From an optimization exercise on the open Yosys and OpenROAD flow, aimed at small area; shortcuts taken in it are not production practice. RTL that was checked went through simulation tests only; none was proved equivalent to the original. Function not checked in runs 2 to 4: the RTL went through the layout flow alone. No driver is modelled on the clock port, so clocking that relies on it looks cheaper here than on a real chip. Power figures rest on the tool's default switching activity, not on a simulated workload.

### design/flow/config.mk
export PLATFORM = sky130hd
export DESIGN_NAME = IntMem
export DESIGN_NICKNAME = IntMem
export VERILOG_FILES = /design/flow/design.v
export SDC_FILE = /design/flow/constraint.sdc
export NUM_CORES = 4
export LEC_CHECK = 0
export CAP_MARGIN = 20
export CORE_AREA = 10 10 530 530
export DIE_AREA = 0 0 540 540
export SLEW_MARGIN = 20
### design/flow/constraint.sdc
create_clock -name core_clock -period 11.0 [get_ports {aclk}]
set_input_delay 2.2000 -clock core_clock [delete_from_list [all_inputs] [get_ports {aclk}]]
set_output_delay 2.2000 -clock core_clock [all_outputs]
set_load 0.01 [all_outputs]
### design/flow/design.v
module IntMemReqHold
  (
   AxVALIDhold,
   AxREADYhold,
   AxREADYhold_c,
   ACLK,
   ARESETn,
   AxVALID,
   AxREADY,
   xREADY,
   xVALID,
   xLAST
   );
  input	 ACLK;
  input	 ARESETn;
  output AxVALIDhold;    
  output AxREADYhold;    
  output AxREADYhold_c;  
  input	 AxVALID;        
  input	 AxREADY;        
  input	 xREADY;         
  input	 xVALID;         
  input	 xLAST;          
  wire	      wait_for_resp_in;
  reg	        wait_for_resp;
  assign AxVALIDhold = AxVALID & ~wait_for_resp;
  assign AxREADYhold = AxREADY & ~wait_for_resp;
  assign AxREADYhold_c = AxREADY & ~wait_for_resp_in;
  assign        wait_for_resp_in = ((AxREADY & AxVALID) | wait_for_resp) &  
				      ~(xLAST & xVALID & xREADY);  
  always @(posedge ACLK or negedge ARESETn)
    begin
      if (!ARESETn)
	begin
	  wait_for_resp <=   1'b0;
	end
      else
	begin
	  wait_for_resp <=   wait_for_resp_in;
	end
    end
endmodule
module IntMemAdrNxt
  (
    AddrIn,
    AxLEN,
    AxSIZE,
    AxBURST,
    Step,
    AddrOut
  );
  input  [19 : 0] AddrIn;     
  input   [3 : 0] AxLEN;      
  input   [2 : 0] AxSIZE;     
  input   [1 : 0] AxBURST;    
  input           Step;       
  output [19 : 0] AddrOut;    
  wire fixed = (AxBURST == 2'b00);
  wire wrap  = (AxBURST == 2'b10);
  wire [3:0] mask;
  assign mask[3] = ~fixed & AxSIZE[2];
  assign mask[2] = ~fixed & (AxSIZE[2] | (AxSIZE[1] & AxSIZE[0]));
  assign mask[1] = ~fixed & (AxSIZE[2] | AxSIZE[1]);
  assign mask[0] = ~fixed & (AxSIZE[2] | AxSIZE[1] | AxSIZE[0]);
  reg  [7:0] win;
  always @(*) begin
    case (AxSIZE)
      3'd0:    win = {4'b0, AxLEN[3:0]};
      3'd1:    win = {3'b0, AxLEN[3:0], 1'b0};
      3'd2:    win = {2'b0, AxLEN[3:0], 2'b0};
      3'd3:    win = {1'b0, AxLEN[3:0], 3'b0};
      default: win = {AxLEN[3:0], 4'b0};
    endcase
  end
  wire [19:0] p = {AddrIn[19:4], AddrIn[3:0] | (mask & {4{Step}})};
  wire [19:0] pr = {AddrIn[19:4], AddrIn[3:0] | mask};
  wire [8:0]  cr;
  wire [20:0] c;
  assign cr[0] = ~fixed;
  assign c[0]  = Step & cr[0];
  genvar i;
  generate
    for (i = 1; i <= 8; i = i + 1) begin : g_lo
      if (i < 8) begin : g_w
        assign cr[i] = cr[i-1] & pr[i-1] & ~(wrap & ~win[i] & ~(i < 4 ? mask[i % 4] : 1'b0));
      end else begin : g_8
        assign cr[i] = cr[i-1] & pr[i-1] & ~wrap;
      end
      assign c[i] = Step & cr[i];
    end
    for (i = 9; i <= 20; i = i + 1) begin : g_hi
      assign c[i] = c[i-1] & p[i-1];
    end
  endgenerate
  assign AddrOut = p ^ c[19:0];
endmodule
module IntMemAddrGen
  (
   ACLK,          
   ARESETn,       
   AxADDR,        
   AxSIZE,        
   AxBURST,       
   AxLEN,         
   AxID,          
   AxVALID,       
   AxREADY,       
   AddrOut,       
   AddrId,        
   AddrLast,      
   AddrValid,     
   DataLast,      
   xVALID,        
   xREADY,        
   xSTEP,         
   AddrStart      
   );
  parameter	    ID_WIDTH   = 4;            
  parameter	    READ       = 0;
  localparam	    ID_MAX     = ID_WIDTH-1;
  input		          ACLK;
  input		          ARESETn;
  input [31:0]	    AxADDR;
  input [2:0]	      AxSIZE;
  input [1:0]	      AxBURST;
  input [7:0]	      AxLEN;
  input [ID_MAX:0]  AxID;
  input		          AxVALID;
  input		          AxREADY;
  output [31:0]	    AddrOut;
  output [ID_MAX:0] AddrId;
  output	          AddrLast;
  output	          AddrValid;
  output	          DataLast;
  input		          xVALID;
  input		          xREADY;
  input		          xSTEP;
  output [31:16]    AddrStart;
  reg [31:0]	      AxADDRmuxr;    
  reg [19:16]	      AxADDRs;       
  reg [3:0]	        AxLENr;        
  reg [2:0]	        AxSIZEr;
  reg [1:0]	        AxBURSTr;
  reg [ID_MAX:0]    AxIDr;
  reg [7:0]	        AddrCountr;    
  reg 		          nlastr;        
  wire [19:0]       AxADDRinc;
  wire [7:0]	      AddrCount;
  wire validreq  = AxVALID & AxREADY;
  wire validresp = xVALID & xREADY;
  always @ (posedge ACLK)
    if (validreq) begin
      AxADDRs   <= AxADDR[19:16];
      AxLENr    <= AxLEN[3:0];
      AxSIZEr   <= AxSIZE;
      AxBURSTr  <= AxBURST;
    end
  assign AddrId  = validreq ? AxID : AxIDr;
  always @ (posedge ACLK or negedge ARESETn)
    if (!ARESETn)
      AxIDr   <= {ID_WIDTH{1'b0}};
    else
      AxIDr   <= AddrId;
  IntMemAdrNxt u_IntMemAdrNxt
    (.AddrIn  (AxADDRmuxr[19:0]),
     .AxLEN   (AxLENr),
     .AxSIZE  (AxSIZEr),
     .AxBURST (AxBURSTr),
     .Step    (xSTEP),
     .AddrOut (AxADDRinc));
  assign AddrOut = validreq  ? AxADDR : {AxADDRmuxr[31:20], AxADDRinc};
  always @ (posedge ACLK or negedge ARESETn)
    if (!ARESETn)
      AxADDRmuxr[31:20] <= 12'h000;
    else
      AxADDRmuxr[31:20] <= AddrOut[31:20];
  always @ (posedge ACLK or negedge ARESETn)
    if (!ARESETn)
      AxADDRmuxr[19:0] <= 20'h00000;
    else if (validreq | (validresp & ~DataLast))
      AxADDRmuxr[19:0] <= AddrOut[19:0];
  assign AddrStart = {AxADDRmuxr[31:20], AxADDRs};
  wire cnt_nz = (AddrCountr != 8'h0);
  assign AddrValid = validreq | (validresp & cnt_nz);
  assign AddrCount = validreq ? AxLEN : (AddrCountr - {7'b0, validresp});
  assign AddrLast  = (AddrCount == 8'h0) & AddrValid;
  always @ (posedge ACLK)
    AddrCountr <= AddrCount;
  assign DataLast = validreq ? ((AxLEN == 8'h0) & validresp) : nlastr;
  wire data_next_last = READ ? (AddrCountr == 8'h1) : (AddrCount == 8'h1);
  always @ (posedge ACLK or negedge ARESETn)
    if (!ARESETn)
      nlastr <= 1'b1;
    else
      nlastr <= validresp ? data_next_last
                          : (validreq ? (AxLEN == 8'h0) : (!xVALID & nlastr));
endmodule
module IntMemWrCtrl (
                   ACLK,
                   ARESETn,
                   AWID,
                   AWADDR,
                   AWLEN,
                   AWSIZE,
                   AWBURST,
                   AWVALID,
                   AWREADY,
                   AWLOCK,
                   WVALID,
                   WREADY,
                   BID,
                   BRESP,
                   BVALID,
                   BREADY,
                   WAddrValid,
                   WAddrReady,
                   WAddrStart,
                   WAddrOut
);
  parameter           DATA_WIDTH = 128;            
  parameter           ID_WIDTH   = 4;              
  localparam          DATA_MAX   = DATA_WIDTH-1;   
  localparam          ID_MAX     = ID_WIDTH-1;     
  input                     ACLK;        
  input                     ARESETn;     
  input [ID_MAX : 0]  AWID;        
  input [31 : 0]      AWADDR;      
  input [7 : 0]       AWLEN;       
  input [2 : 0]       AWSIZE;      
  input [1 : 0]       AWBURST;     
  input                     AWVALID;     
  output                    AWREADY;     
  input [1:0]               AWLOCK ;
  input                     WVALID;      
  output                    WREADY;      
  output [ID_MAX : 0] BID;         
  output [1 : 0]      BRESP;       
  output                    BVALID;      
  input                     BREADY;      
  output                    WAddrValid;  
  input                     WAddrReady;  
  output [31 : 0]     WAddrOut;    
  output [31 : 16]    WAddrStart;  
  wire                      ACLK;        
  wire                      ARESETn;     
  reg         bresp0 ;
  wire [ID_MAX : 0]   AWID;        
  wire [31 : 0]       AWADDR;      
  wire [7 : 0]        AWLEN;       
  wire [2 : 0]        AWSIZE;      
  wire [1 : 0]        AWBURST;     
  wire                      AWVALID;     
  wire                      AWVALIDhold;
  wire                      AWREADY;     
  wire                      AWREADYi;
  wire                      AWREADYhold;
  wire                      WVALID;      
  wire                      WREADY;      
  wire [ID_MAX : 0]   BID;         
  wire [1 : 0]        BRESP;       
  wire                      BVALID;      
  wire                      BREADY;      
  wire                      WAddrValid;  
  wire                      WAddrReady;  
  wire [31 : 0]       WAddrOut;    
  wire [31 : 0]       AddrOut;
  wire [ID_MAX : 0]   AddrId;
  wire                      AddrLast;
  wire                      AddrValid;
  wire                      AddrReady;
  wire                      DataLast;
  wire                      wrongwid;
  wire                      brespi;
  reg [ID_MAX : 0]    bidr;
  reg                         bvalidr;
  reg                         wreadyr;
  reg                       AddrValidr;
  assign WAddrValid         = AddrValid;
  assign WAddrOut[31:0]     = AddrOut[31:0];
  assign AddrReady          = WAddrReady;
  assign AWREADY            = AWREADYhold;
  assign AWREADYi           = AWVALIDhold & WVALID & WAddrReady;
  assign WREADY             =   WAddrReady & ( AWVALIDhold ? WVALID : wreadyr) ;
  assign BID[ID_MAX:0]      = bidr[ID_MAX:0];
  assign BRESP[1:0]         = {1'b0, bresp0} ;
  assign brespi             = wrongwid;
  assign BVALID             = bvalidr;
  IntMemAddrGen #(ID_WIDTH) u_IntMemAddrGen
    (
     .ACLK(ACLK),
     .ARESETn(ARESETn),
     .AxADDR(AWADDR),
     .AxSIZE(AWSIZE),
     .AxBURST(AWBURST),
     .AxLEN(AWLEN),
     .AxID(AWID),
     .AxVALID(AWVALIDhold),
     .AxREADY(AWREADYhold),
     .AddrOut(AddrOut),
     .AddrId(AddrId),
     .AddrLast(AddrLast),
     .AddrValid(AddrValid),
     .DataLast(DataLast),
     .AddrStart(WAddrStart),
     .xVALID(WVALID),
     .xREADY(WREADY),
     .xSTEP(WVALID & WAddrReady & wreadyr)
     );
  always @ (posedge ACLK or negedge ARESETn)
  begin
      if(!ARESETn)
          bresp0 <= 1'b0 ;
      else if(~bvalidr & AWVALID & AWREADY)
          bresp0 <= (AWLOCK == 2'b01) ;
  end
  always @ (posedge ACLK or negedge ARESETn)
    if (!ARESETn) begin
      bidr[ID_MAX:0] <=   ID_WIDTH*{1'b0};
      bvalidr        <=   1'b0;
      wreadyr        <=   1'b0;
    end else begin  
      bidr[ID_MAX:0] <=   DataLast ? AddrId[ID_MAX:0] : bidr[ID_MAX:0];
      bvalidr        <=   bvalidr  ? (!BREADY)        : (DataLast & AddrValid);
      wreadyr        <=   !AddrLast & WREADY;
    end 
  assign wrongwid = 1'b0;
  IntMemReqHold u_IntMemReqHold
    (
     .AxVALIDhold(AWVALIDhold),
     .AxREADYhold(AWREADYhold),
     .AxREADYhold_c (),
     .ACLK(ACLK),
     .ARESETn(ARESETn),
     .AxVALID(AWVALID),
     .AxREADY(AWREADYi),
     .xREADY(BREADY),
     .xVALID(BVALID),
     .xLAST(1'b1)
     );
endmodule
module IntMemRdCtrl (
                   ACLK,
                   ARESETn,
                   ARID,
                   ARADDR,
                   ARLEN,
                   ARSIZE,
                   ARBURST,
                   ARVALID,
                   ARREADY,
                   ARLOCK,
                   RID,
                   RLAST,
                   RDATA,
                   RRESP,
                   RVALID,
                   RREADY,
                   RAddrValid,
                   RAddrReady,
                   RAddrStart,
                   RAddrOut,
                   RData,
                   RResp
                  );
  parameter		DATA_WIDTH = 128;            
  parameter		ID_WIDTH   = 4;              
  localparam		DATA_MAX   = DATA_WIDTH-1;   
  localparam		ID_MAX     = ID_WIDTH-1;     
  input			            ACLK;        
  input			            ARESETn;     
  input [ID_MAX:0]	    ARID;        
  input [31:0]	        ARADDR;      
  input [7:0]		        ARLEN;       
  input [2:0]		        ARSIZE;      
  input [1:0]		        ARBURST;     
  input			            ARVALID;     
  output		            ARREADY;     
  input [1:0]		            ARLOCK;     
  output [ID_MAX:0]	    RID;         
  output		            RLAST;       
  output [DATA_MAX:0]	  RDATA;       
  output [1:0]   	      RRESP;       
  output		            RVALID;      
  input			            RREADY;      
  output		            RAddrValid;  
  input			            RAddrReady;  
  output [31:0]	        RAddrOut;    
  output [31:16]	      RAddrStart;  
  input			            RResp;       
  input [DATA_MAX:0]	  RData;       
  wire [ID_MAX:0]	      RID;         
  wire			            RLAST;       
  wire [DATA_MAX:0]	    RDATA;       
  wire [1:0]		        RRESP;       
  wire			            RVALID;      
  wire			            RREADY;      
  wire			            ARVALIDhold;
  wire			            ARREADYhold;
  wire			            RAddrValid;  
  wire			            RAddrReady;  
  wire [31:0]		        RAddrOut;    
  wire			            RResp;       
  wire [DATA_MAX:0]  	  RData;       
  wire [31:0]		        AddrOut;
  wire [31:0]		        MaskAddr;
  wire [31:0]		        AddrInv;
  wire [ID_MAX:0]	      AddrId;
  wire			            AddrLast;
  wire			            AddrValid;
  wire			            AddrReady;
  wire			            DataLast;
  reg			              DataValid;
  reg			              RDataHeld;
  reg			              RREADYr;
  reg			              AddrValidr;
  reg			              DataLastr;
  wire [DATA_MAX:0]	    RDatai;
  reg  [DATA_MAX:0]	    RDatar;
  wire [31:0]		        AddrBitUsed;
  reg  [127:0]		      ShiftMe;
  reg  [DATA_MAX:0]	    MaskDatar;
  wire [DATA_MAX:0]	    MaskAndDataX;
  wire [DATA_MAX:0]	    MaskOrDataX;
  reg  [DATA_MAX:0]	    RDATAr;
  reg			              ValidReqr;
  wire [2:0]		        Size;
  reg			              selRDATAr;
  wire                  AxREADYhold_c;
  reg [1:0] RRESP_TYPE ;
  assign RAddrValid         = AddrValid;
  assign RAddrOut[31:0]     = AddrOut[31:0];
  assign AddrReady          = RAddrReady;
  assign ARREADY            = ARREADYhold;
  assign RID[ID_MAX:0]      = AddrId [ID_MAX : 0];
  assign RLAST              = DataLast | DataLastr;
  assign RRESP[1:0]         = RRESP_TYPE;
  assign RVALID             = DataValid;
  assign RDATA[DATA_MAX:0]  = RDatai[DATA_MAX:0] ;
  assign RDatai[DATA_MAX:0]  = (AddrValidr)
                                ? RData[DATA_MAX:0]
                                : (RDatar[DATA_MAX:0] & {DATA_WIDTH{RDataHeld}});
  IntMemAddrGen #(.ID_WIDTH(ID_WIDTH), .READ(1)) u_IntMemAddrGen
    (
     .ACLK     (ACLK),
     .ARESETn  (ARESETn),
     .AxADDR   (ARADDR),
     .AxSIZE   (ARSIZE),
     .AxBURST  (ARBURST),
     .AxLEN    (ARLEN),
     .AxID     (ARID),
     .AxVALID  (ARVALIDhold),
     .AxREADY  (ARREADYhold),
     .AddrOut  (AddrOut),
     .AddrId   (AddrId),
     .AddrLast (AddrLast),
     .AddrValid(AddrValid),
     .DataLast (DataLast),
     .AddrStart(RAddrStart),
     .xVALID   (RVALID),
     .xREADY   (RREADY),
     .xSTEP    (RVALID & RREADY)
     );
  always @ (posedge ACLK or negedge ARESETn)
    if (!ARESETn) begin
      DataValid  <=   1'b0;
      AddrValidr <=   1'b0;
      DataLastr  <=   1'b0;
      RDataHeld  <=   1'b0;
    end else begin
      DataValid  <=   	(AddrReady & AddrValid) ? 1'b1 :
	                         (RREADY ? 1'b0 : DataValid);
      AddrValidr <=   AddrValid;
      DataLastr  <=   (RREADY | (RVALID & ~DataLastr)) ? (DataLast & ~RREADY) : DataLastr;
      RDataHeld  <=   RDataHeld | AddrValidr;
    end 
  always @ (posedge ACLK)
    RDatar     <=   RDatai;
  always @ (posedge ACLK or negedge ARESETn)
  begin
      if(!ARESETn)
      begin
          RRESP_TYPE <= 2'b00 ;
      end
      else if(ARVALID & ARREADY)
      begin
          RRESP_TYPE <= {1'b0, ARLOCK == 2'b01};
      end
  end
  IntMemReqHold U_IntMemReqHold
    (
     .AxVALIDhold     (ARVALIDhold),
     .AxREADYhold     (ARREADYhold),
     .AxREADYhold_c   (AxREADYhold_c),
     .ACLK            (ACLK),
     .ARESETn         (ARESETn),
     .AxVALID         (ARVALID),
     .AxREADY         (RAddrReady),
     .xREADY          (RREADY),
     .xVALID          (RVALID),
     .xLAST           (RLAST)
   );
endmodule
module IntMemArb (
                   ACLK,
                   ARESETn,
                   mem_type,
                   read_done,
                   write_done,
                   remap,
                   waddr_valid,
                   axi_awvalid,
                   waddr_ready,
                   waddr_out,
                   axi_awaddr,
                   axi_awready,
                   waddr_start,
                   raddr_valid,
                   axi_arvalid,
                   raddr_ready,
                   raddr_out,
                   axi_araddr,
                   axi_arready,
                   raddr_start,
                   mem0_cs_n,
                   mem0_wr_n,
                   mem0_rd_n,
                   mem0_addr,
                   mem0_wr_addr,
                   mem1_cs_n,
                   mem1_wr_n,
                   mem1_rd_n,
                   mem1_addr,
                   mem1_wr_addr,
                   mem2_cs_n,
                   mem2_wr_n,
                   mem2_rd_n,
                   mem2_addr,
                   mem2_wr_addr 
);
input           ACLK;
input           ARESETn;
input           mem_type;
input           read_done;
input           write_done;
input           remap;
input           axi_awvalid;
input           waddr_valid;
input  [31:0]   waddr_out; 
output          waddr_ready;
input  [31:0]   axi_awaddr;    
input           axi_awready;
input  [31:16]  waddr_start;
input           axi_arvalid;
input           raddr_valid;
input  [31:0]   raddr_out;      
output          raddr_ready;
input  [31:0]   axi_araddr;   
input           axi_arready;
input  [31:16]  raddr_start;
output          mem0_cs_n;
output          mem0_wr_n;
output          mem0_rd_n;
output [31:0]   mem0_addr;
output [31:0]   mem0_wr_addr;
output          mem1_cs_n;
output          mem1_wr_n;
output          mem1_rd_n;
output [31:0]   mem1_addr;
output [31:0]   mem1_wr_addr;
output          mem2_cs_n;
output          mem2_wr_n;
output          mem2_rd_n;
output [31:0]   mem2_addr;
output [31:0]   mem2_wr_addr;
parameter IDLE   = 2'b00;
parameter RD     = 2'b01;
parameter WR     = 2'b10;
parameter RDWR   = 2'b11;
wire        arb_c;
wire        arb_r;
wire        arb_w;
reg [1:0]   mem_status;
reg         waddr_ready;
reg         raddr_ready;
wire        sp_mem;     
wire [31:0] mux_addr;
wire     mem_cs_n      = !( waddr_valid | raddr_valid );
wire     mem_bank0     = mem0_addr[20]; 
wire     mem_bank1     = !mem0_addr[20];
wire     mem_sub_bank0 = ~((mem0_addr[18:15]==4'h0)&(mem0_addr[14:12]==3'd0|mem0_addr[14:12]==3'd1));
wire     mem_sub_bank1 = ((mem0_addr[18:15]==4'h0)&(mem0_addr[14:12]==3'd0|mem0_addr[14:12]==3'd1));
assign   mem0_cs_n    = mem_cs_n ; 
assign   mem0_wr_n    = (!waddr_valid) | mem0_cs_n;
assign   mem0_rd_n    = !raddr_valid | mem0_cs_n;
assign   mem0_wr_addr = waddr_out;
assign   mem1_cs_n    = 1'b1; 
assign   mem1_wr_n    = (!waddr_valid) | mem1_cs_n;
assign   mem1_rd_n    = (!raddr_valid) | mem1_cs_n;
assign   mem1_wr_addr = waddr_out;
assign   mem2_cs_n    = 1'b1; 
assign   mem2_wr_n    = (!waddr_valid) | mem2_cs_n;
assign   mem2_rd_n    = (!raddr_valid) | mem2_cs_n;
assign   mem2_wr_addr = waddr_out;
assign   mux_addr     = ( mem_status == 2'b01 ) ? raddr_out  : waddr_out ; 
assign   sp_mem       = ( mem_type == 1'b0 );
assign   mem0_addr    = raddr_out;
assign   mem1_addr    = (sp_mem & (mem_status != 2'b01)) ? waddr_out : raddr_out;
wire     [31:13] m2_borrow;
wire     [31:20] m2_zpre;
wire             m2_b20 = sp_mem & ~|mem1_addr[19:13];
assign   m2_borrow[13] = sp_mem;
assign   m2_zpre[20]   = 1'b1;
genvar   gi;
generate
  for (gi = 14; gi <= 19; gi = gi + 1) begin : g_m2lo
    assign m2_borrow[gi] = m2_borrow[gi-1] & ~mem1_addr[gi-1];
  end
  for (gi = 21; gi <= 31; gi = gi + 1) begin : g_m2z
    assign m2_zpre[gi] = m2_zpre[gi-1] & ~mem1_addr[gi-1];
  end
  for (gi = 20; gi <= 31; gi = gi + 1) begin : g_m2hi
    assign m2_borrow[gi] = m2_b20 & m2_zpre[gi];
  end
endgenerate
assign   mem2_addr    = {mem1_addr[31:13] ^ m2_borrow, mem1_addr[12:0]};
reg aw_pend;
reg ar_pend;
always @(posedge ACLK)begin
     aw_pend <= axi_awvalid & ~axi_awready;
     ar_pend <= axi_arvalid & ~axi_arready;
end
    wire [31:16] cmp_w = (mem_status == WR && !aw_pend) ? waddr_start : axi_awaddr[31:16];
    wire [31:16] cmp_r = (mem_status == RD && !ar_pend) ? raddr_start : axi_araddr[31:16];
    wire         cmp_eq = (cmp_w == cmp_r);
    assign arb_c =  cmp_eq;
    assign arb_w =  cmp_eq;
    assign arb_r =  cmp_eq;
always @(*) begin
     waddr_ready = mem_status[1];
     raddr_ready = mem_status[0];
end
always @(posedge ACLK or negedge ARESETn)begin
     if(!ARESETn)
         mem_status    <= 2'b00;
     else case (mem_status)
        IDLE: begin
             if(axi_awvalid & !axi_arvalid)
                mem_status    <= WR;
             else if(axi_arvalid & !axi_awvalid)
                mem_status    <= RD;
             else if(axi_awvalid & axi_arvalid & arb_c)
                mem_status    <= WR;
             else if(axi_awvalid & axi_arvalid & !arb_c)
                mem_status    <= RDWR;
         end
         WR: begin
             if (write_done & axi_arvalid)
                mem_status    <= RD;
             else if(axi_arvalid & !arb_r)
                mem_status    <= RDWR;
             else if (write_done)
                mem_status    <= IDLE;
         end
         RD: begin
             if (read_done & axi_awvalid)
                mem_status    <= WR;
             else if(axi_awvalid & !arb_w)
                mem_status    <= RDWR;
             else if (read_done)
                mem_status    <= IDLE;
         end
         default: begin
             if(read_done & write_done)
                mem_status    <= IDLE;
             else if (read_done )
                mem_status    <= WR;
             else if (write_done)
                mem_status    <= RD;
         end
    endcase
end
endmodule
module IntMem (
            scan_en,
            aclk,
            areset_n,
            mem_type,
            remap,
            axi_awid,
            axi_awaddr,
            axi_awlen,
            axi_awsize,
            axi_awburst,
            axi_awlock,
            axi_awcache,
            axi_awprot,
            axi_awvalid,
            axi_awready,
            axi_wdata,
            axi_wstrb,
            axi_wlast,
            axi_wvalid,
            axi_wready,
            axi_bid,
            axi_bresp,
            axi_bvalid,
            axi_bready,
           axi_arid,      
           axi_araddr,       
           axi_arlen,     
           axi_arsize,    
           axi_arburst,   
           axi_arlock,    
           axi_arcache,   
           axi_arprot,    
           axi_arvalid,   
           axi_arready,
           axi_rid,
           axi_rdata,
           axi_rresp,
           axi_rlast,
           axi_rvalid,
           axi_rready,
           mem0_cs_n,
           mem0_wr_n,
           mem0_rd_n,
           mem0_wr_byte_en,
           mem0_addr,
           mem0_wr_addr,
           mem0_din,
           mem0_dout,
           mem1_cs_n,
           mem1_wr_n,
           mem1_rd_n,
           mem1_wr_byte_en,
           mem1_addr,
           mem1_wr_addr,
           mem1_din,
           mem1_dout,
           mem2_cs_n,
           mem2_wr_n,
           mem2_rd_n,
           mem2_wr_byte_en,
           mem2_addr,
           mem2_wr_addr,
           mem2_din,
           mem2_dout 
);
parameter             ID_WIDTH   = 12;           
parameter             DATA_WIDTH = 128;          
localparam            ID_MAX     = ID_WIDTH-1;
input               scan_en;
input               aclk;                                               
input               areset_n;
input               mem_type;  
input               remap;
input  [ ID_MAX:0]  axi_awid;
input  [31:0]       axi_awaddr;
input  [ 7:0]       axi_awlen;   
input  [ 2:0]       axi_awsize;   
input  [ 1:0]       axi_awburst;   
input  [ 1:0]       axi_awlock;   
input  [ 3:0]       axi_awcache;   
input  [ 2:0]       axi_awprot;   
input               axi_awvalid;
output              axi_awready;
input  [DATA_WIDTH-1:0]      axi_wdata;
input  [DATA_WIDTH/8-1:0]       axi_wstrb;
input               axi_wlast;
input               axi_wvalid;
output              axi_wready;
output [ ID_MAX:0]  axi_bid;
output [ 1:0]       axi_bresp;
output              axi_bvalid;
input               axi_bready;
input  [ ID_MAX:0]  axi_arid;
input  [31:0]       axi_araddr;   
input  [ 7:0]       axi_arlen;
input  [ 2:0]       axi_arsize;
input  [ 1:0]       axi_arburst;
input  [ 1:0]       axi_arlock;
input  [ 3:0]       axi_arcache;
input  [ 2:0]       axi_arprot;
input               axi_arvalid;
output              axi_arready;
output [ ID_MAX:0]  axi_rid;
output [DATA_WIDTH-1:0]      axi_rdata;
output [ 1:0]       axi_rresp;
output              axi_rlast;   
output              axi_rvalid;       
input               axi_rready;
output              mem0_cs_n;    
output              mem0_wr_n;    
output              mem0_rd_n;    
output  [DATA_WIDTH/8-1:0]      mem0_wr_byte_en;
output  [31:0]      mem0_addr;    
output  [31:0]      mem0_wr_addr; 
output  [DATA_WIDTH-1:0]      mem0_din;
input   [DATA_WIDTH-1:0]      mem0_dout;
output              mem1_cs_n;    
output              mem1_wr_n;    
output              mem1_rd_n;    
output  [DATA_WIDTH/8-1:0]      mem1_wr_byte_en;
output  [31:0]      mem1_addr;    
output  [31:0]      mem1_wr_addr; 
output  [DATA_WIDTH-1:0]     mem1_din;
input   [DATA_WIDTH-1:0]     mem1_dout;
output              mem2_cs_n;    
output              mem2_wr_n;    
output              mem2_rd_n;    
output  [DATA_WIDTH/8-1:0]      mem2_wr_byte_en;
output  [31:0]      mem2_addr;    
output  [31:0]      mem2_wr_addr; 
output  [DATA_WIDTH-1:0]     mem2_din;
input   [DATA_WIDTH-1:0]     mem2_dout;
wire                waddr_valid;
wire                waddr_ready;
wire  [31:0]        waddr_out;
wire  [31:16]       waddr_start;
wire  [31:16]       raddr_start;
wire                raddr_valid;
wire                raddr_ready;
wire  [31:0]        raddr_out;
wire  [DATA_WIDTH-1:0]       rdata;
wire  [7:0]         mem_wr_mask;
wire                read_done;
wire                write_done;
assign  rdata           = mem0_dout;
assign  mem0_din        =  axi_wdata;
assign  mem0_wr_byte_en =  axi_wstrb;
assign  mem1_din        =  axi_wdata;
assign  mem1_wr_byte_en =  axi_wstrb;
assign  mem2_din        =  axi_wdata;
assign  mem2_wr_byte_en =  axi_wstrb;
assign  read_done      =  ( axi_rready & axi_rlast & axi_rvalid ) ;
assign  write_done     =  ( axi_bvalid & axi_bready ) ;
IntMemWrCtrl #(DATA_WIDTH,ID_WIDTH) u_IntMemWrCtrl(
                   .ACLK                 (aclk),
                   .ARESETn              (areset_n),
                   .AWID                 (axi_awid), 
                   .AWADDR               (axi_awaddr),
                   .AWLEN                (axi_awlen),
                   .AWSIZE               (axi_awsize),
                   .AWBURST              (axi_awburst),
                   .AWVALID              (axi_awvalid),
                   .AWREADY              (axi_awready),
                   .AWLOCK               (axi_awlock),
                   .WVALID               (axi_wvalid),
                   .WREADY               (axi_wready),
                   .BID                  (axi_bid),
                   .BRESP                (axi_bresp),
                   .BVALID               (axi_bvalid),
                   .BREADY               (axi_bready),
                   .WAddrValid           (waddr_valid),
                   .WAddrReady           (waddr_ready),
                   .WAddrOut             (waddr_out),
                   .WAddrStart           (waddr_start)
);
IntMemRdCtrl #(DATA_WIDTH,ID_WIDTH) u_IntMemRdCtrl(
                   .ACLK                 (aclk),
                   .ARESETn              (areset_n),
                   .ARID                 (axi_arid),
                   .ARADDR               (axi_araddr),
                   .ARLEN                (axi_arlen),
                   .ARSIZE               (axi_arsize),
                   .ARBURST              (axi_arburst),
                   .ARVALID              (axi_arvalid),
                   .ARREADY              (axi_arready),
                   .ARLOCK               (axi_arlock),
                   .RID                  (axi_rid),
                   .RLAST                (axi_rlast),
                   .RDATA                (axi_rdata),
                   .RRESP                (axi_rresp),
                   .RVALID               (axi_rvalid),
                   .RREADY               (axi_rready),
                   .RAddrValid           (raddr_valid),
                   .RAddrReady           (raddr_ready),
                   .RAddrOut             (raddr_out),
                   .RAddrStart           (raddr_start),
                   .RData                (rdata),
                   .RResp                (1'b0)
                  );
IntMemArb u_IntMemArb (
                   .ACLK                 (aclk),
                   .ARESETn              (areset_n),
                   .mem_type             (mem_type),
                   .read_done            (read_done),
                   .write_done           (write_done),
                   .remap                (remap),
                   .waddr_valid          (waddr_valid),
                   .axi_awvalid          (axi_awvalid),
                   .waddr_ready          (waddr_ready),
                   .waddr_out            (waddr_out),
                   .axi_awaddr           (axi_awaddr),
                   .axi_awready          (axi_awready),
                   .waddr_start          (waddr_start),
                   .raddr_valid          (raddr_valid),
                   .axi_arvalid          (axi_arvalid),                   
                   .raddr_ready          (raddr_ready),
                   .raddr_out            (raddr_out),
                   .axi_araddr           (axi_araddr),
                   .axi_arready          (axi_arready),
                   .raddr_start          (raddr_start),
                   .mem0_cs_n             (mem0_cs_n),
                   .mem0_wr_n             (mem0_wr_n),
                   .mem0_rd_n             (mem0_rd_n),
                   .mem0_addr             (mem0_addr),
                   .mem0_wr_addr          (mem0_wr_addr),
                   .mem1_cs_n             (mem1_cs_n),
                   .mem1_wr_n             (mem1_wr_n),
                   .mem1_rd_n             (mem1_rd_n),
                   .mem1_addr             (mem1_addr),
                   .mem1_wr_addr          (mem1_wr_addr),
                   .mem2_cs_n             (mem2_cs_n),
                   .mem2_wr_n             (mem2_wr_n),
                   .mem2_rd_n             (mem2_rd_n),
                   .mem2_addr             (mem2_addr),
                   .mem2_wr_addr          (mem2_wr_addr)
);
endmodule
### design/flow/flow/run.sh
#!/bin/bash
set -euo pipefail
export BUFFER_PORTS_ARGS="-buffer_cell sky130_fd_sc_hd__buf_1"
export CTS_ARGS="-sink_clustering_enable -repair_clock_nets -dont_use_dummy_load -sink_clustering_size 15 -sink_clustering_max_diameter 70 -buf_list {sky130_fd_sc_hd__clkbuf_8}"
export POST_CTS_TCL="$PWD/flow/post_cts.tcl"
bash standard.sh finish > standard_flow.log 2>&1
### design/flow/flow/post_cts.tcl
# Area recovery after CTS: downsize cells on paths with positive slack, then
# restore the slew and capacitance limits and legalise the placement. The
# global-route stage repairs design and timing again afterwards.
estimate_parasitics -placement
repair_timing -recover_power 100 -verbose
repair_design -verbose -cap_margin 20 -slew_margin 20
detailed_placement
check_placement -verbose
### design/flow/standard.sh
#!/bin/bash
# synth_recipe.tcl (not shown) runs the flow's synth.tcl, then flattens the netlist and writes it again
# the make line also repeats each setting of config.mk as NAME=value (left out here)
make -C /OpenROAD-flow-scripts/flow DESIGN_CONFIG=/design/flow/config.mk WORK_HOME=/design/flow/orfs CLKGATE_MAP_FILE= SYNTH_SCRIPT=/design/flow/synth_recipe.tcl "${@:-finish}"
==> flow_metrics.env, run 1 <==
export IMPL_p_per_area_nw_per_um2=233
export IMPL_syn_inst=1773
export IMPL_cp_end_kind="output port"
export IMPL_drtAntennaViolNets=0
export IMPL_final_cell_mix="buf_1 (539), nand2_1 (164), dfxtp_1 (146)"
export IMPL_instances_no_fill=5436
export IMPL_worst_slew_pin_slew_ps=980
export IMPL_grt_ovfl_total=0
export IMPL_grt_max_degree=60
export IMPL_die_w_um=540
export IMPL_async_flop_share_pct=39.9
export IMPL_wl_um=122000
export IMPL_clock_sinks=286
export IMPL_cap_violations=0
export IMPL_holdCritPathClass="flip-flop to flip-flop"
export IMPL_final_util_pct=7.52
export IMPL_seq_area_um2=6560
export IMPL_cts_tree="yes"
export IMPL_whs_path_depth=2
export IMPL_status="timing/DRC/antenna clean"
export IMPL_p_leak_nw=6.82
export IMPL_die_area_um2=292000
export IMPL_grt_pass1_vias=13200
export IMPL_drcViolationCount=0
export IMPL_initial_core_util_pct=6.22
export IMPL_p_sw_share_pct=49.1
export IMPL_synth_edf_count=26
export IMPL_wl_per_cell_um=22.5
export IMPL_grt_setup_unrepaired="false"
export IMPL_grt_pass1_wl_um=151000
export IMPL_intPower_mw=2.40
export IMPL_drive_above_1_share_pct=6.67
export IMPL_grt_antenna_before_repair=25
export IMPL_num_rows=190
export IMPL_ff2ff_path_depth=21
export IMPL_io_buffers=608
export IMPL_die_height_um=540
export IMPL_place_gp_congestion=0.813
export IMPL_seqPwrFrac_pct=34.9
export IMPL_holdWs_ps=470
export IMPL_area_growth_pct=20.9
export IMPL_max_freq_mhz=96.5
export IMPL_setup_viol=0
export IMPL_yosysWarnings=7
export IMPL_finalCriticalPeriod_ps=10370
export IMPL_drv_slew=0
export IMPL_synthesis_area_um2=16700
export IMPL_ys_top_cells_by_area="buf_4 (23%), dfxtp_1 (17%), dfrtp_1 (17%)"
export IMPL_syn_avg_cell_area_um2=9.42
export IMPL_placed_cells=5386
export IMPL_synth_distinct_cells=70
export IMPL_crit_path_max_fanout=10
export IMPL_clock_power_share_pct=12.8
export IMPL_synth_top_area_share_pct=23.4
export IMPL_synth_top_area_cell="buf_4"
export IMPL_clkTransAtPathRegs_ps=80
export IMPL_coreArea_um2=269000
export IMPL_ys_ff_latch=286
export IMPL_final_nets=2580
export IMPL_dr_first_iter_drc_count=687
export IMPL_seq_area_frac_synth_pct=39.3
export IMPL_viasPerCell=2.33
export IMPL_clock_latency_ps=710
export IMPL_first_pass_iters=5
export IMPL_fin_skew_ps=112
export IMPL_dpl_hpwl_um=109000
export IMPL_relSlewSlack_pct=34.7
export IMPL_io_pins=1466
export IMPL_period_share_pct=94.3
export IMPL_fin_tns_setup_ps=0
export IMPL_yosys_most_used_dff="dfxtp_1"
export IMPL_grt_usage_pct=7.88
export IMPL_ir_drop_mv=0.145
export IMPL_final_common_cell="buf_1"
export IMPL_startpoint_type="primary input"
export IMPL_p_switching_mw=2.31
export IMPL_crit_type="primary input to output port"
export IMPL_fillers=31600
export IMPL_multi_input_area_um2=5730
export IMPL_combPwrFrac_pct=52.3
export IMPL_vias=12600
export IMPL_cp_arrival_ps=8170
export IMPL_finalPower_mw=4.71
export IMPL_cp_required_ps=8800
export IMPL_hold_viol=0
## cell usage after synthesis (all sizes together) (3+ instances only)
| cell | count |
|---|---|
| nor2b | 6 |
| dfrtp | 112 |
| or4 | 3 |
| mux2 | 28 |
| a31oi | 7 |
| dfxtp | 146 |
| xnor2 | 29 |
| nand4 | 8 |
| nor3b | 6 |
| inv | 75 |
| nand2 | 164 |
| edfxtp | 26 |
| or2 | 6 |
| o21ai | 53 |
| nand2b | 14 |
| a21oi | 46 |
| o22ai | 3 |
| o211ai | 5 |
| ha | 33 |
| nor4 | 20 |
| buf | 548 |
| nor3 | 17 |
| nand3b | 4 |
| clkbuf | 42 |
| nand4b | 3 |
| a22o | 128 |
| xor2 | 16 |
| nor2 | 79 |
| a211oi | 3 |
| nand3 | 9 |
| mux2i | 100 |
## path summary, 6_finish.rpt
path / startpoint / end / slack (ps)
setup reg to reg: u_IntMemRdCtrl.u_IntMemAddrGen.AxBURSTr[0]$_DFFE_PP_ / u_IntMemRdCtrl.u_IntMemAddrGen.AxADDRmuxr[19]$_DFFE_PN0P_ / 5860
max in group asynchronous: areset_n / u_IntMemRdCtrl.u_IntMemAddrGen.nlastr$_DFF_PN1_ / 8230
hold reg to reg: u_IntMemWrCtrl.u_IntMemAddrGen.AxIDr[2]$_DFF_PN0_ / u_IntMemWrCtrl.u_IntMemAddrGen.AxIDr[2]$_DFF_PN0_ / 470
hold / removal: u_IntMemWrCtrl.u_IntMemAddrGen.AxIDr[2]$_DFF_PN0_ / u_IntMemWrCtrl.u_IntMemAddrGen.AxIDr[2]$_DFF_PN0_ / 470
min in group asynchronous: areset_n / u_IntMemWrCtrl.bidr[10]$_DFFE_PN0P_ / 1530
setup / recovery: axi_rready / mem2_addr[25] / 630
## critical path: stages
cell	delay [ps]
buf_1	180
o211ai_1	180
a211oi_1	490
o2111ai_1	320
nor3_1	450
and3b_1	240
ha_1	150
ha_1	160
ha_1	150
ha_1	140
ha_1	170
buf_4	190
ha_1	170
ha_1	160
ha_1	160
ha_1	150
ha_1	160
ha_1	250
nor4_1	280
mux2_2	200
nand4_1	110
a211oi_2	460
nand3b_2	120
buf_4	220
nor3_1	230
xor2_1	220
clkbuf_1	210
## state kept, by name (all words and copies together) (netlist names), 2 cells and up
register	count
u_IntMemWrCtrl.bidr	12
u_IntMemRdCtrl.u_IntMemAddrGen.AddrCountr	8
u_IntMemRdCtrl.u_IntMemAddrGen.AxLENr	4
u_IntMemWrCtrl.u_IntMemAddrGen.AddrCountr	8
u_IntMemWrCtrl.u_IntMemAddrGen.AxADDRs	4
u_IntMemRdCtrl.u_IntMemAddrGen.AxIDr	12
u_IntMemArb.mem_status	2
u_IntMemWrCtrl.u_IntMemAddrGen.AxSIZEr	3
u_IntMemWrCtrl.u_IntMemAddrGen.AxIDr	12
u_IntMemRdCtrl.RDatar	128
u_IntMemWrCtrl.u_IntMemAddrGen.AxADDRmuxr	32
u_IntMemWrCtrl.u_IntMemAddrGen.AxBURSTr	2
u_IntMemRdCtrl.u_IntMemAddrGen.AxADDRs	4
u_IntMemRdCtrl.u_IntMemAddrGen.AxBURSTr	2
u_IntMemRdCtrl.u_IntMemAddrGen.AxADDRmuxr	32
u_IntMemWrCtrl.u_IntMemAddrGen.AxLENr	4
u_IntMemRdCtrl.u_IntMemAddrGen.AxSIZEr	3
## cells by family after synthesis
group	synth area share, %
xor+xnor	2.36
simple gates	9.74
fa+ha+maj	2.47
other cells	0.0450
buf+inv	26.8
mux	7.88
compound gates	11.5
flops	39.3
## metal layers
layer | wire length [µm] | up-vias | share of wire, % | track usage [%]
met2 | 62000 | 1043 | 51 | 14.4
met4 | 5010 | 10 | 4.1 | 2.92
li1 | - | 5652 | - | -
met5 | 152 | - | 0.12 | 0.422
met1 | 30100 | 5713 | 25 | 5.53
met3 | 25200 | 221 | 21 | 7.26
## power by group through the flow
stage / sequential, mW / combinational [mW] / clock [mW]
final: 1.65 / 2.47 / 0.602
after global routing: 1.69 / 2.76 / 0.676
after detailed placement: 1.65 / 2.61 / 0
after global placement: 1.66 / 2.59 / 0
after floorplan: 1.61 / 1.54 / 0
## layout make-up
type / instances / area share (%)
Sequential cell: 286 / 32.5
Clock buffer: 27 / 1.84
Inverter: 75 / 1.39
Multi-Input combinational cell: 828 / 28.4
Antenna cell: 10 / 0.124
Timing Repair Buffer: 658 / 13.8
Tap cell: 3552 / 22.0
## stage by stage
| stage | instance area (µm²) | setup slack [ps] |
|---|---|---|
| after floorplan | 16700 | 2170 |
| after global placement | 19600 | 666 |
| after detailed placement | 19700 | 624 |
| after global routing | 20200 | 60.0 |
| final | 20200 | 632 |
==> inputs of run 2 (changes only) <==
--- a/design/flow/design.v
+++ b/design/flow/design.v
@@ -486,19 +486,8 @@
           RRESP_TYPE <= {1'b0, ARLOCK == 2'b01};
       end
   end
-  IntMemReqHold U_IntMemReqHold
-    (
-     .AxVALIDhold     (ARVALIDhold),
-     .AxREADYhold     (ARREADYhold),
-     .AxREADYhold_c   (AxREADYhold_c),
-     .ACLK            (ACLK),
-     .ARESETn         (ARESETn),
-     .AxVALID         (ARVALID),
-     .AxREADY         (RAddrReady),
-     .xREADY          (RREADY),
-     .xVALID          (RVALID),
-     .xLAST           (RLAST)
-   );
+  assign ARVALIDhold = ARVALID & ~DataValid;
+  assign ARREADYhold = RAddrReady & ~DataValid;
 endmodule
 module IntMemArb (
                    ACLK,
==> design/flow/flow/run.sh (replaced) <==
#!/bin/bash
set -euo pipefail
export BUFFER_PORTS_ARGS="-buffer_cell sky130_fd_sc_hd__buf_1"
export CTS_ARGS="-sink_clustering_enable -repair_clock_nets -dont_use_dummy_load -sink_clustering_size 15 -sink_clustering_max_diameter 70 -buf_list {sky130_fd_sc_hd__clkbuf_8}"
bash standard.sh finish > standard_flow.log 2>&1
removed: design/flow/flow/post_cts.tcl
==> run 2 against run 1 <==
Effect of this change: sequential cell count fell by 1; highest routed layer unchanged; sequential share of layout area fell by 0.20 points; critical path type unchanged; setup slack worse by 100 ps; register-to-register slack worse by 280 ps; core utilization barely moved; routed wire length fell by 3.1%; die area unchanged.
==> flow_metrics.env, run 2 <==
export IMPL_instances_no_fill=5442
export IMPL_cts_hold_buf=0
export IMPL_syn_avg_cell_area_um2=9.32
export IMPL_holdCritPathClass="flip-flop to flip-flop"
export IMPL_final_util_pct=7.54
export IMPL_r2r_end="u_IntMemWrCtrl.u_IntMemAddrGen.AxADDRmuxr[19]$_DFFE_PN0P_"
export IMPL_dpl_hpwl_um=105000
export IMPL_area_growth_pct=21.5
export IMPL_rrSetupSlack_ps=5580
export IMPL_wl_per_cell_um=21.8
export IMPL_grt_ovfl_total=0
export IMPL_clk_path_buf_depth=3
export IMPL_final_common_cell="buf_1"
export IMPL_synth_xor_area_share_pct=2.26
export IMPL_crit_type="primary input to output port"
export IMPL_clock_power_share_pct=10.9
export IMPL_drv_slew=0
export IMPL_synth_fa_ha_area_share_pct=2.48
export IMPL_first_pass_iters=4
export IMPL_grt_usage_pct=7.62
export IMPL_fillers=31600
export IMPL_num_rows=190
export IMPL_synth_compound_area_share_pct=12.4
export IMPL_io_pins=1466
export IMPL_ys_top_cells_by_area="buf_4 (24%), dfxtp_1 (18%), dfrtp_1 (17%)"
export IMPL_cts_setup_buffers=0
export IMPL_setup_viol=0
export IMPL_yosys_most_used_dff="dfxtp_1"
export IMPL_worst_slew_pin_slew_ps=951
export IMPL_regMostFlops="u_IntMemRdCtrl.RDatar"
export IMPL_ir_drop_mv=0.288
export IMPL_p_sw_share_pct=51.4
export IMPL_synth_top_area_cell="buf_4"
export IMPL_largestRegisters="u_IntMemRdCtrl.RDatar (128), u_IntMemRdCtrl.u_IntMemAddrGen.AxADDRmuxr (32), u_IntMemWrCtrl.u_IntMemAddrGen.AxADDRmuxr (32)"
export IMPL_drtAntennaViolNets=0
export IMPL_dr_first_iter_drc_count=706
export IMPL_clock_sinks=285
export IMPL_clkTransAtPathRegs_ps=90
export IMPL_crit_path_max_fanout=6
export IMPL_placed_cells=5408
export IMPL_vias=12600
export IMPL_drcViolationCount=0
export IMPL_viasPerCell=2.31
export IMPL_clock_latency_ps=780
export IMPL_cp_arrival_ps=8270
export IMPL_synthSimpleGateAreaFrac_pct=9.61
export IMPL_crit_path_end="mem2_addr[27]"
export IMPL_intPower_mw=2.82
export IMPL_max_freq_mhz=95.5
export IMPL_ff2ff_path_depth=21
export IMPL_cts_root_buf="clkbuf_8"
export IMPL_largest_register_ffs=128
export IMPL_critPathBufInv=4
export IMPL_wl_um=119000
export IMPL_worstSetupPathDepth=29
export IMPL_initial_core_util_pct=6.21
export IMPL_slowest_stage="or4_1"
export IMPL_cts_buffers=29
export IMPL_combPwrFrac_pct=58.8
export IMPL_yosysWarnings=7
export IMPL_cpMostUsedCell="ha_1"
export IMPL_reg2reg_from="u_IntMemArb.mem_status[1]$_DFFE_PN0P_"
export IMPL_grt_antenna_before_repair=18
export IMPL_synthesis_area_um2=16700
export IMPL_io_buffers=608
export IMPL_fin_skew_ps=146
export IMPL_synthMuxAreaShare_pct=7.13
export IMPL_finalCriticalPeriod_ps=10470
export IMPL_relSlewSlack_pct=36.4
export IMPL_yosysMostFrequentCell="buf_4"
export IMPL_period_share_pct=95.2
export IMPL_ctsResizeCount=0
export IMPL_seq_area_frac_synth_pct=39.2
export IMPL_synth_distinct_cells=72
export IMPL_die_area_um2=292000
export IMPL_place_gp_congestion=0.784
export IMPL_final_cell_mix="buf_1 (591), nand2_1 (201), dfxtp_1 (146)"
export IMPL_status="timing/DRC/antenna clean"
export IMPL_ys_ff_latch=285
export IMPL_cap_violations=0
export IMPL_synth_edf_count=26
export IMPL_die_height_um=540
export IMPL_async_flop_share_pct=39.6
export IMPL_drive_above_1_share_pct=8.28
export IMPL_grt_pass1_vias=13200
export IMPL_path_delay_family="adder cells"
export IMPL_holdWs_ps=461
export IMPL_max_stage_delay_ps=670
export IMPL_cts_tree="yes"
export IMPL_grt_pass1_wl_um=146000
export IMPL_syn_inst=1788
export IMPL_coreArea_um2=269000
export IMPL_cp_required_ps=8800
export IMPL_p_leak_nw=6.88
export IMPL_grt_setup_unrepaired="false"
export IMPL_grt_max_degree=90
export IMPL_startpoint_type="primary input"
export IMPL_p_per_area_nw_per_um2=286
export IMPL_seqPwrFrac_pct=30.3
export IMPL_h_tree_depth=1
export IMPL_synth_top_family_by_area="buffers and inverters"
export IMPL_die_w_um=540
export IMPL_p_switching_mw=2.97
export IMPL_fin_tns_setup_ps=0
export IMPL_synth_top_area_share_pct=23.7
export IMPL_synth_commonest_cells="buf_4 (527), nand2_1 (201), dfxtp_1 (146), a22o_1 (127), dfrtp_1 (111)"
export IMPL_hold_viol=0
export IMPL_final_nets=2591
export IMPL_setup_worst_path_start="axi_wvalid"
export IMPL_finalPower_mw=5.79
export IMPL_cp_end_kind="output port"
[run 2: cell types whose count changed in the layout (fill, tap and decap cells not counted), moves of 9 or more]
cell      before  now
inv_1         74   65
mux2i_1       96   79
buf_4         19   50
clkbuf_1      73    0
mux2_2        22   34
nand2b_1      14    5
buf_1        539  591
nand2_1      164  201
[run 2: power by group through the flow]
stage                     sequential [mW]  clock, mW  combinational [mW]
final                                1.75      0.633                3.40
after global routing                 1.80      0.708                3.80
after CTS                            1.75      0.686                3.62
after detailed placement             1.75          0                3.61
after global placement               1.76          0                3.60
after floorplan                      1.69          0                2.00
[run 2: area by class of cell]
| class | instances | area, µm² | area share, % |
|---|---|---|---|
| Antenna cell | 5 | 12.5 | 0.0618 |
| Clock buffer | 29 | 399 | 1.97 |
| Inverter | 67 | 254 | 1.25 |
| Multi-Input combinational cell | 848 | 5730 | 28.3 |
| Sequential cell | 285 | 6540 | 32.3 |
| Tap cell | 3552 | 4440 | 21.9 |
| Timing Repair Buffer | 656 | 2870 | 14.2 |
[run 2: worst reg2reg max path: stages, from the launching register on]
cell and delay [ps]:
dfrtp_1 720, nand3_1 170, buf_4 220, nor2_1 150, o21a_2 200, o2111ai_4 160, or4_1 670, nor3_1 300
ha_1 200, ha_1 150, ha_1 160, ha_1 160, ha_1 170, ha_1 170, ha_1 160, ha_1 310
ha_1 210, ha_1 150, ha_1 250, xor2_1 90, mux2i_1 310, o21ai_0 150
[run 2: how the worst min path moves through the flow]
stage,slack (ps),from,cells after the start,to
after floorplan,420,u_IntMemRdCtrl.u_IntMemAddrGen.AddrCountr[0]$_DFF_P_,2,u_IntMemRdCtrl.u_IntMemAddrGen.nlastr$_DFF_PN1_
after global placement,440,u_IntMemRdCtrl.u_IntMemAddrGen.AddrCountr[0]$_DFF_P_,2,u_IntMemRdCtrl.u_IntMemAddrGen.nlastr$_DFF_PN1_
after detailed placement,450,u_IntMemWrCtrl.u_IntMemAddrGen.AxIDr[1]$_DFF_PN0_,2,u_IntMemWrCtrl.u_IntMemAddrGen.AxIDr[1]$_DFF_PN0_
after CTS,470,u_IntMemWrCtrl.u_IntMemAddrGen.AxIDr[7]$_DFF_PN0_,2,u_IntMemWrCtrl.u_IntMemAddrGen.AxIDr[7]$_DFF_PN0_
after global routing,490,u_IntMemRdCtrl.RDatar[11]$_DFF_P_,1,u_IntMemRdCtrl.RDatar[11]$_DFF_P_
final,460,u_IntMemRdCtrl.u_IntMemAddrGen.AddrCountr[0]$_DFF_P_,2,u_IntMemRdCtrl.u_IntMemAddrGen.nlastr$_DFF_PN1_
[run 2: per-stage QoR]
| step | worst slack (ps) | area (µm²) |
|---|---|---|
| 2_1_floorplan | 1850 | 16700 |
| 3_3_place_gp | 259 | 19800 |
| 6_report | 532 | 20300 |
| 4_1_cts | 258 | 20200 |
| 5_1_grt | 6.94 | 20200 |
| 3_5_place_dp | 282 | 19800 |
[run 2: logic make-up after synthesis]
logic type | Yosys count
other | 2
xor gates and xnor gates | 43
buffers and inverters | 661
DFF | 285
AOI/OAI and AO/OA | 281
adders and majority gates | 33
and+or+nand+nor | 369
muxes | 114
[run 2: layer usage]
metal / up-vias / part of all wire, % / track usage, %
li1: 5674 / - / -
met1: 5679 / 25 / 5.38
met2: 1006 / 49 / 13.6
met3: 204 / 21 / 7.08
met4: 8 / 4.9 / 3.41
met5: - / 0.069 / 0.114
==> inputs of run 3 (changes only) <==
--- a/design/flow/design.v
+++ b/design/flow/design.v
@@ -1,45 +1,3 @@
-module IntMemReqHold
-  (
-   AxVALIDhold,
-   AxREADYhold,
-   AxREADYhold_c,
-   ACLK,
-   ARESETn,
-   AxVALID,
-   AxREADY,
-   xREADY,
-   xVALID,
-   xLAST
-   );
-  input	 ACLK;
-  input	 ARESETn;
-  output AxVALIDhold;    
-  output AxREADYhold;    
-  output AxREADYhold_c;  
-  input	 AxVALID;        
-  input	 AxREADY;        
-  input	 xREADY;         
-  input	 xVALID;         
-  input	 xLAST;          
-  wire	      wait_for_resp_in;
-  reg	        wait_for_resp;
-  assign AxVALIDhold = AxVALID & ~wait_for_resp;
-  assign AxREADYhold = AxREADY & ~wait_for_resp;
-  assign AxREADYhold_c = AxREADY & ~wait_for_resp_in;
-  assign        wait_for_resp_in = ((AxREADY & AxVALID) | wait_for_resp) &  
-				      ~(xLAST & xVALID & xREADY);  
-  always @(posedge ACLK or negedge ARESETn)
-    begin
-      if (!ARESETn)
-	begin
-	  wait_for_resp <=   1'b0;
-	end
-      else
-	begin
-	  wait_for_resp <=   wait_for_resp_in;
-	end
-    end
-endmodule
 module IntMemAdrNxt
   (
     AddrIn,
@@ -324,19 +282,9 @@
       wreadyr        <=   !AddrLast & WREADY;
     end 
   assign wrongwid = 1'b0;
-  IntMemReqHold u_IntMemReqHold
-    (
-     .AxVALIDhold(AWVALIDhold),
-     .AxREADYhold(AWREADYhold),
-     .AxREADYhold_c (),
-     .ACLK(ACLK),
-     .ARESETn(ARESETn),
-     .AxVALID(AWVALID),
-     .AxREADY(AWREADYi),
-     .xREADY(BREADY),
-     .xVALID(BVALID),
-     .xLAST(1'b1)
-     );
+  wire wait_for_resp = wreadyr | bvalidr;
+  assign AWVALIDhold = AWVALID & ~wait_for_resp;
+  assign AWREADYhold = AWREADYi & ~wait_for_resp;
 endmodule
 module IntMemRdCtrl (
                    ACLK,
==> run 3 against run 2 <==
Effect of this change: still clean; sequential share of layout area is 0.12 points lower; routed wire length rose by 7.2%; register-to-register slack got worse by 110 ps; first-iteration DRC count rose by 17%; synthesized cell count decreased by 0.11%; critical endpoint is now mem2_addr[29]; largest power group unchanged.
==> flow_metrics.env, run 3 <==
export IMPL_status="timing/DRC/antenna clean"
export IMPL_drcViolationCount=0
export IMPL_synth_xor_area_share_pct=1.93
export IMPL_crit_path_max_fanout=12
export IMPL_cts_tree="yes"
export IMPL_placed_cells=5401
export IMPL_fin_tns_setup_ps=0
export IMPL_cap_violations=0
export IMPL_synthSimpleGateAreaFrac_pct=10.8
export IMPL_grt_pass1_wl_um=156000
export IMPL_worst_slew_pin_slew_ps=993
export IMPL_place_area_um2=19700
export IMPL_io_pins=1466
export IMPL_yosysWarnings=6
export IMPL_dr_first_iter_drc_count=824
export IMPL_num_rows=190
export IMPL_cp_arrival_ps=8000
export IMPL_setup_viol=0
export IMPL_final_area_um2=20300
export IMPL_path_delay_family="adder cells"
export IMPL_grt_max_degree=83
export IMPL_hold_viol=0
export IMPL_yosys_most_used_dff="dfxtp_1"
export IMPL_max_stage_delay_ps=570
export IMPL_seq_area_frac_synth_pct=38.8
export IMPL_holdCritPathClass="flip-flop to flip-flop"
export IMPL_final_nets=2590
export IMPL_area_growth_pct=20.9
export IMPL_fin_skew_ps=139
export IMPL_io_buffers=608
export IMPL_max_freq_mhz=98.0
export IMPL_synth_distinct_cells=66
export IMPL_cts_buffers=35
export IMPL_cts_root_buf="clkbuf_8"
export IMPL_synth_top_area_cell="buf_4"
export IMPL_relSlewSlack_pct=33.8
export IMPL_ctsResizeCount=0
export IMPL_instances_no_fill=5442
export IMPL_cp_end_kind="output port"
export IMPL_grt_pass1_vias=13600
export IMPL_largestRegisters="u_IntMemRdCtrl.RDatar (128), u_IntMemRdCtrl.u_IntMemAddrGen.AxADDRmuxr (32), u_IntMemWrCtrl.u_IntMemAddrGen.AxADDRmuxr (32)"
export IMPL_synth_commonest_cells="buf_4 (524), nand2_1 (168), dfxtp_1 (146), a22o_1 (128), dfrtp_1 (110)"
export IMPL_grt_setup_unrepaired="false"
export IMPL_synth_edf_count=26
export IMPL_synth_top_family_by_area="buffers and inverters"
export IMPL_coreArea_um2=269000
export IMPL_drive_above_1_share_pct=8.55
export IMPL_cp_required_ps=8800
export IMPL_grt_usage_pct=8.28
export IMPL_clock_sinks=284
export IMPL_ys_ff_latch=284
export IMPL_p_leak_nw=6.81
export IMPL_wl_per_cell_um=23.4
export IMPL_clkTransAtPathRegs_ps=50
export IMPL_async_flop_share_pct=39.4
export IMPL_clock_latency_ps=790
export IMPL_final_common_cell="buf_1"
export IMPL_synthMuxAreaShare_pct=6.03
export IMPL_h_tree_depth=2
export IMPL_finalPower_mw=5.92
export IMPL_grt_antenna_before_repair=8
export IMPL_period_share_pct=92.8
export IMPL_slowest_stage="or4_1"
export IMPL_drtAntennaViolNets=0
export IMPL_first_pass_iters=6
export IMPL_crit_type="primary input to output port"
export IMPL_critPathBufInv=7
export IMPL_place_gp_congestion=0.835
export IMPL_synth_compound_area_share_pct=13.5
export IMPL_startpoint_type="primary input"
export IMPL_largest_register_ffs=128
export IMPL_finalCriticalPeriod_ps=10200
export IMPL_holdWs_ps=464
export IMPL_ir_drop_mv=0.183
export IMPL_grt_ovfl_total=0
export IMPL_yosysMostFrequentCell="buf_4"
export IMPL_initial_core_util_pct=6.24
export IMPL_die_area_um2=292000
export IMPL_vias=13000
export IMPL_die_height_um=540
export IMPL_cts_setup_buffers=0
export IMPL_syn_avg_cell_area_um2=9.38
export IMPL_synthesis_area_um2=16800
export IMPL_drv_slew=0
export IMPL_ys_top_cells_by_area="buf_4 (23%), dfxtp_1 (17%), dfrtp_1 (16%)"
export IMPL_cpMostUsedCell="ha_1"
export IMPL_viasPerCell=2.38
export IMPL_syn_inst=1786
export IMPL_regMostFlops="u_IntMemRdCtrl.RDatar"
export IMPL_wl_um=127000
export IMPL_clk_path_buf_depth=3
export IMPL_synth_top_area_share_pct=23.5
export IMPL_cts_hold_buf=0
export IMPL_final_cell_mix="buf_1 (597), nand2_1 (168), dfxtp_1 (146)"
export IMPL_die_w_um=540
export IMPL_synth_fa_ha_area_share_pct=2.46
export IMPL_dpl_hpwl_um=112000
export IMPL_p_per_area_nw_per_um2=292
[run 3: final cells by class]
| cell class | count | area, µm² |
|---|---|---|
| fillers | 31600 | 248000 |
| flip-flops and latches | 284 | 6510 |
| multi-input cells | 860 | 5880 |
| well taps | 3552 | 4440 |
| repair buffers | 655 | 2730 |
| clock buffers | 35 | 482 |
| inverters | 50 | 188 |
| diodes | 6 | 15.0 |
[run 3: worst register-to-register path: cells and delay by family (launching register included)]
family / cells / cell delay, ps
fa+ha+maj: 11 / 2230
simple gates: 4 / 810
buf+inv: 2 / 330
mux: 2 / 660
compound gates: 3 / 680
xor+xnor: 1 / 140
flops: 1 / 540
[run 3: logic make-up (layout without fill, tap and decap cells)]
family                     count (synthesis)  count (layout)
buffers and inverters                    648             740
and+or+nand+nor                          379             379
AOI/OAI and AO/OA                        307             307
DFF                                      284             284
muxes                                     96              96
xor gates and xnor gates                  37              37
adders and majority gates                 33              33
other                                      2              14
[run 3: metal layers]
| metal | up-vias | wire length [µm] | GRT usage, % |
|---|---|---|---|
| met3 | 166 | 28000 | 8.22 |
| met4 | 0 | 5240 | 3.31 |
| li1 | 5790 | - | - |
| met5 | - | 0 | 0 |
| met1 | 5900 | 32500 | 6.08 |
| met2 | 1121 | 61500 | 14.3 |
[run 3: where the power goes]
| part | switching, mW | internal [mW] | total (mW) |
|---|---|---|---|
| Combinational | 2.43 | 0.991 | 3.42 |
| Sequential | 0.263 | 1.53 | 1.79 |
| Clock | 0.430 | 0.280 | 0.710 |
| Total | 3.12 | 2.80 | 5.92 |
[run 3: final timing paths]
check / to / startpoint / cells after the start / slack (ps)
max: mem2_addr[29] / axi_rready / 29 / 800
max reg2reg: u_IntMemWrCtrl.u_IntMemAddrGen.AxADDRmuxr[19]$_DFFE_PN0P_ / u_IntMemWrCtrl.u_IntMemAddrGen.AxSIZEr[0]$_DFFE_PP_ / 23 / 5470
max in group asynchronous: u_IntMemWrCtrl.u_IntMemAddrGen.AxIDr[0]$_DFF_PN0_ / areset_n / 3 / 7760
min: u_IntMemRdCtrl.RRESP_TYPE[0]$_DFFE_PN0P_ / u_IntMemRdCtrl.RRESP_TYPE[0]$_DFFE_PN0P_ / 2 / 460
min in group asynchronous: u_IntMemRdCtrl.AddrValidr$_DFF_PN0_ / areset_n / 1 / 1350
min reg2reg: u_IntMemRdCtrl.RRESP_TYPE[0]$_DFFE_PN0P_ / u_IntMemRdCtrl.RRESP_TYPE[0]$_DFFE_PN0P_ / 2 / 460
[run 3: stage by stage]
step                utilization, %  setup WS (ps)
global route                  7.54            115
CTS                           7.53            495
floorplan                        -           1970
detailed placement            7.35            532
finish                        7.54            796
global placement              7.35            570
==> inputs of run 4 (changes only) <==
--- a/design/flow/design.v
+++ b/design/flow/design.v
@@ -146,12 +146,18 @@
     AddrCountr <= AddrCount;
   assign DataLast = validreq ? ((AxLEN == 8'h0) & validresp) : nlastr;
   wire data_next_last = READ ? (AddrCountr == 8'h1) : (AddrCount == 8'h1);
-  always @ (posedge ACLK or negedge ARESETn)
-    if (!ARESETn)
-      nlastr <= 1'b1;
-    else
-      nlastr <= validresp ? data_next_last
-                          : (validreq ? (AxLEN == 8'h0) : (!xVALID & nlastr));
+  generate
+    if (READ) begin : g_nl_rd
+      always @ (posedge ACLK or negedge ARESETn)
+        if (!ARESETn)
+          nlastr <= 1'b1;
+        else
+          nlastr <= validresp ? data_next_last
+                              : (validreq ? (AxLEN == 8'h0) : (!xVALID & nlastr));
+    end else begin : g_nl_wr
+      always @(*) nlastr = (AddrCountr == 8'h1);
+    end
+  endgenerate
 endmodule
 module IntMemWrCtrl (
                    ACLK,
==> run 4 against run 3 <==
Effect of this change: still clean on timing, DRC and antenna; sequential cell count decreased by 1; routed wire length decreased by 2.1%; hold slack got worse by 15 ps; clock skew decreased by 37 ps; clock power decreased by 8.6%; non-clock buffer count increased by 11; critical path depth decreased by 1; combinational power decreased by 18%; critical endpoint is now mem2_addr[28].
==> flow_metrics.env, run 4 <==
export IMPL_grt_use_met1_pct=5.52
export IMPL_first_pass_iters=7
export IMPL_grt_max_degree=75
export IMPL_crit_path_max_fanout=9
export IMPL_relSlewSlack_pct=36.7
export IMPL_startpoint_type="primary input"
export IMPL_preCtsSetupSlack_ps=234
export IMPL_max_stage_delay_ps=630
export IMPL_area_growth_pct=21.7
export IMPL_grt_usage_pct=8.04
export IMPL_fillers=31600
export IMPL_drcViolationCount=0
export IMPL_syn_inst=1769
export IMPL_slowest_stage="or4_1"
export IMPL_dr_first_iter_drc_count=752
export IMPL_final_area_um2=20300
export IMPL_cp_arrival_ps=8150
export IMPL_synth_commonest_cells="buf_4 (522), nand2_1 (174), dfxtp_1 (146), a22o_1 (127), dfrtp_1 (110)"
export IMPL_p_leak_nw=6.81
export IMPL_clock_sinks=283
export IMPL_syn_avg_cell_area_um2=9.43
export IMPL_use_met2_pct=15.1
export IMPL_combPwrFrac_pct=55.1
export IMPL_vias=13000
export IMPL_synthesis_area_um2=16700
export IMPL_synth_edf_count=26
export IMPL_status="timing/DRC/antenna clean"
export IMPL_seqPwrFrac_pct=32.1
export IMPL_clkTransAtPathRegs_ps=100
export IMPL_final_nets=2582
export IMPL_cpMostUsedCell="ha_1"
export IMPL_clk_path_buf_depth=3
export IMPL_period_share_pct=94.1
export IMPL_initial_core_util_pct=6.21
export IMPL_cp_required_ps=8800
export IMPL_ys_top_cells_by_area="buf_4 (23%), dfxtp_1 (18%), dfrtp_1 (16%)"
export IMPL_seq_area_frac_synth_pct=38.9
export IMPL_viasPerCell=2.38
export IMPL_cts_buffers=31
export IMPL_grt_pass1_wl_um=153000
export IMPL_cap_violations=0
export IMPL_drv_slew=0
export IMPL_yosysMostFrequentCell="buf_4"
export IMPL_p_per_area_nw_per_um2=249
export IMPL_die_w_um=540
export IMPL_place_gp_congestion=0.780
export IMPL_largestRegisters="u_IntMemRdCtrl.RDatar (128), u_IntMemRdCtrl.u_IntMemAddrGen.AxADDRmuxr (32), u_IntMemWrCtrl.u_IntMemAddrGen.AxADDRmuxr (32)"
export IMPL_die_area_um2=292000
export IMPL_coreArea_um2=269000
run 4: changes by cell type in the layout (fill, tap and decap cells not counted), moves of 8 or more:
cell,change
mux2_2,-9
o21ai_0,-10
xnor2_1,+9
a31oi_1,-14
mux2i_1,+9
a21o_1,-8
or2_2,-8
a21oi_1,+11
and4b_1,-11
a221oi_1,-10
a311oi_1,+12
nand3_1,-13
buf_4,+15
run 4: routing by layer:
layer	part of all wire (%)	wire length (µm)
met5	0.14	177
met4	4.9	6140
met1	24	29800
met3	19	23600
met2	52	64800
run 4: logic make-up (layout without fill, tap and decap cells):
group	count (synthesis)	count (layout)	share of synthesized area (%)
adders and majority gates	33	33	2.47
muxes	101	101	6.34
buffers and inverters	652	753	26.6
xor gates and xnor gates	46	46	2.41
AOI/OAI and AO/OA	299	299	13.2
other	2	12	0.0450
and+or+nand+nor	353	353	10.1
DFF	283	283	38.9
run 4: worst max-delay path, delay by kind of cell:
kind | cells | cell delay (ps)
adders and majority gates | 11 | 2020
and+or+nand+nor | 6 | 1910
AOI/OAI and AO/OA | 5 | 1130
buffers and inverters | 4 | 620
xor gates and xnor gates | 2 | 230
run 4: through the flow:
step                utilization (%)  cells  hold slack (ps)
floorplan                         -   1775              417
global placement               7.39   5397              428
detailed placement             7.40   5397              433
CTS                            7.56   5428              443
global route                   7.56   5429              488
finish                         7.56   5432              449
run 4: worst paths after layout:
path	start	endpoint	slack, ps	cells past startpoint
hold / removal	u_IntMemRdCtrl.u_IntMemAddrGen.AddrCountr[0]$_DFF_P_	u_IntMemRdCtrl.u_IntMemAddrGen.nlastr$_DFF_PN1_	450	2
max in group asynchronous	areset_n	u_IntMemWrCtrl.u_IntMemAddrGen.AxIDr[6]$_DFF_PN0_	7810	3
setup / recovery	axi_wvalid	mem2_addr[28]	650	28
hold reg to reg	u_IntMemRdCtrl.u_IntMemAddrGen.AddrCountr[0]$_DFF_P_	u_IntMemRdCtrl.u_IntMemAddrGen.nlastr$_DFF_PN1_	450	2
min in group asynchronous	areset_n	u_IntMemRdCtrl.AddrValidr$_DFF_PN0_	1680	2
setup reg to reg	u_IntMemArb.mem_status[1]$_DFFE_PN0P_	u_IntMemWrCtrl.u_IntMemAddrGen.AxADDRmuxr[19]$_DFFE_PN0P_	5270	22
run 4: layout make-up:
| cell class | instances | area [µm²] | share of cell area [%] |
|---|---|---|---|
| antenna | 4 | 10.0 | 0.0493 |
| clock buffer | 31 | 427 | 2.10 |
| inverter | 56 | 213 | 1.05 |
| multi-input combinational | 840 | 5870 | 28.9 |
| sequential | 283 | 6490 | 31.9 |
| tap | 3552 | 4440 | 21.9 |
| timing repair buffer | 666 | 2860 | 14.1 |
run 4: power groups by stage:
stage	clock network, mW	registers, mW	logic (mW)
after floorplan	0	1.58	1.65
after global placement	0	1.64	2.98
after detailed placement	0	1.64	2.99
after CTS	0.701	1.62	2.99
after global routing	0.727	1.67	3.12
final	0.649	1.63	2.79
run 4: repair_timing:
item	CTS	global route
hold buffers	0	0
setup endpoints to repair	0	3
resized for setup	0	1
setup buffers	0	0
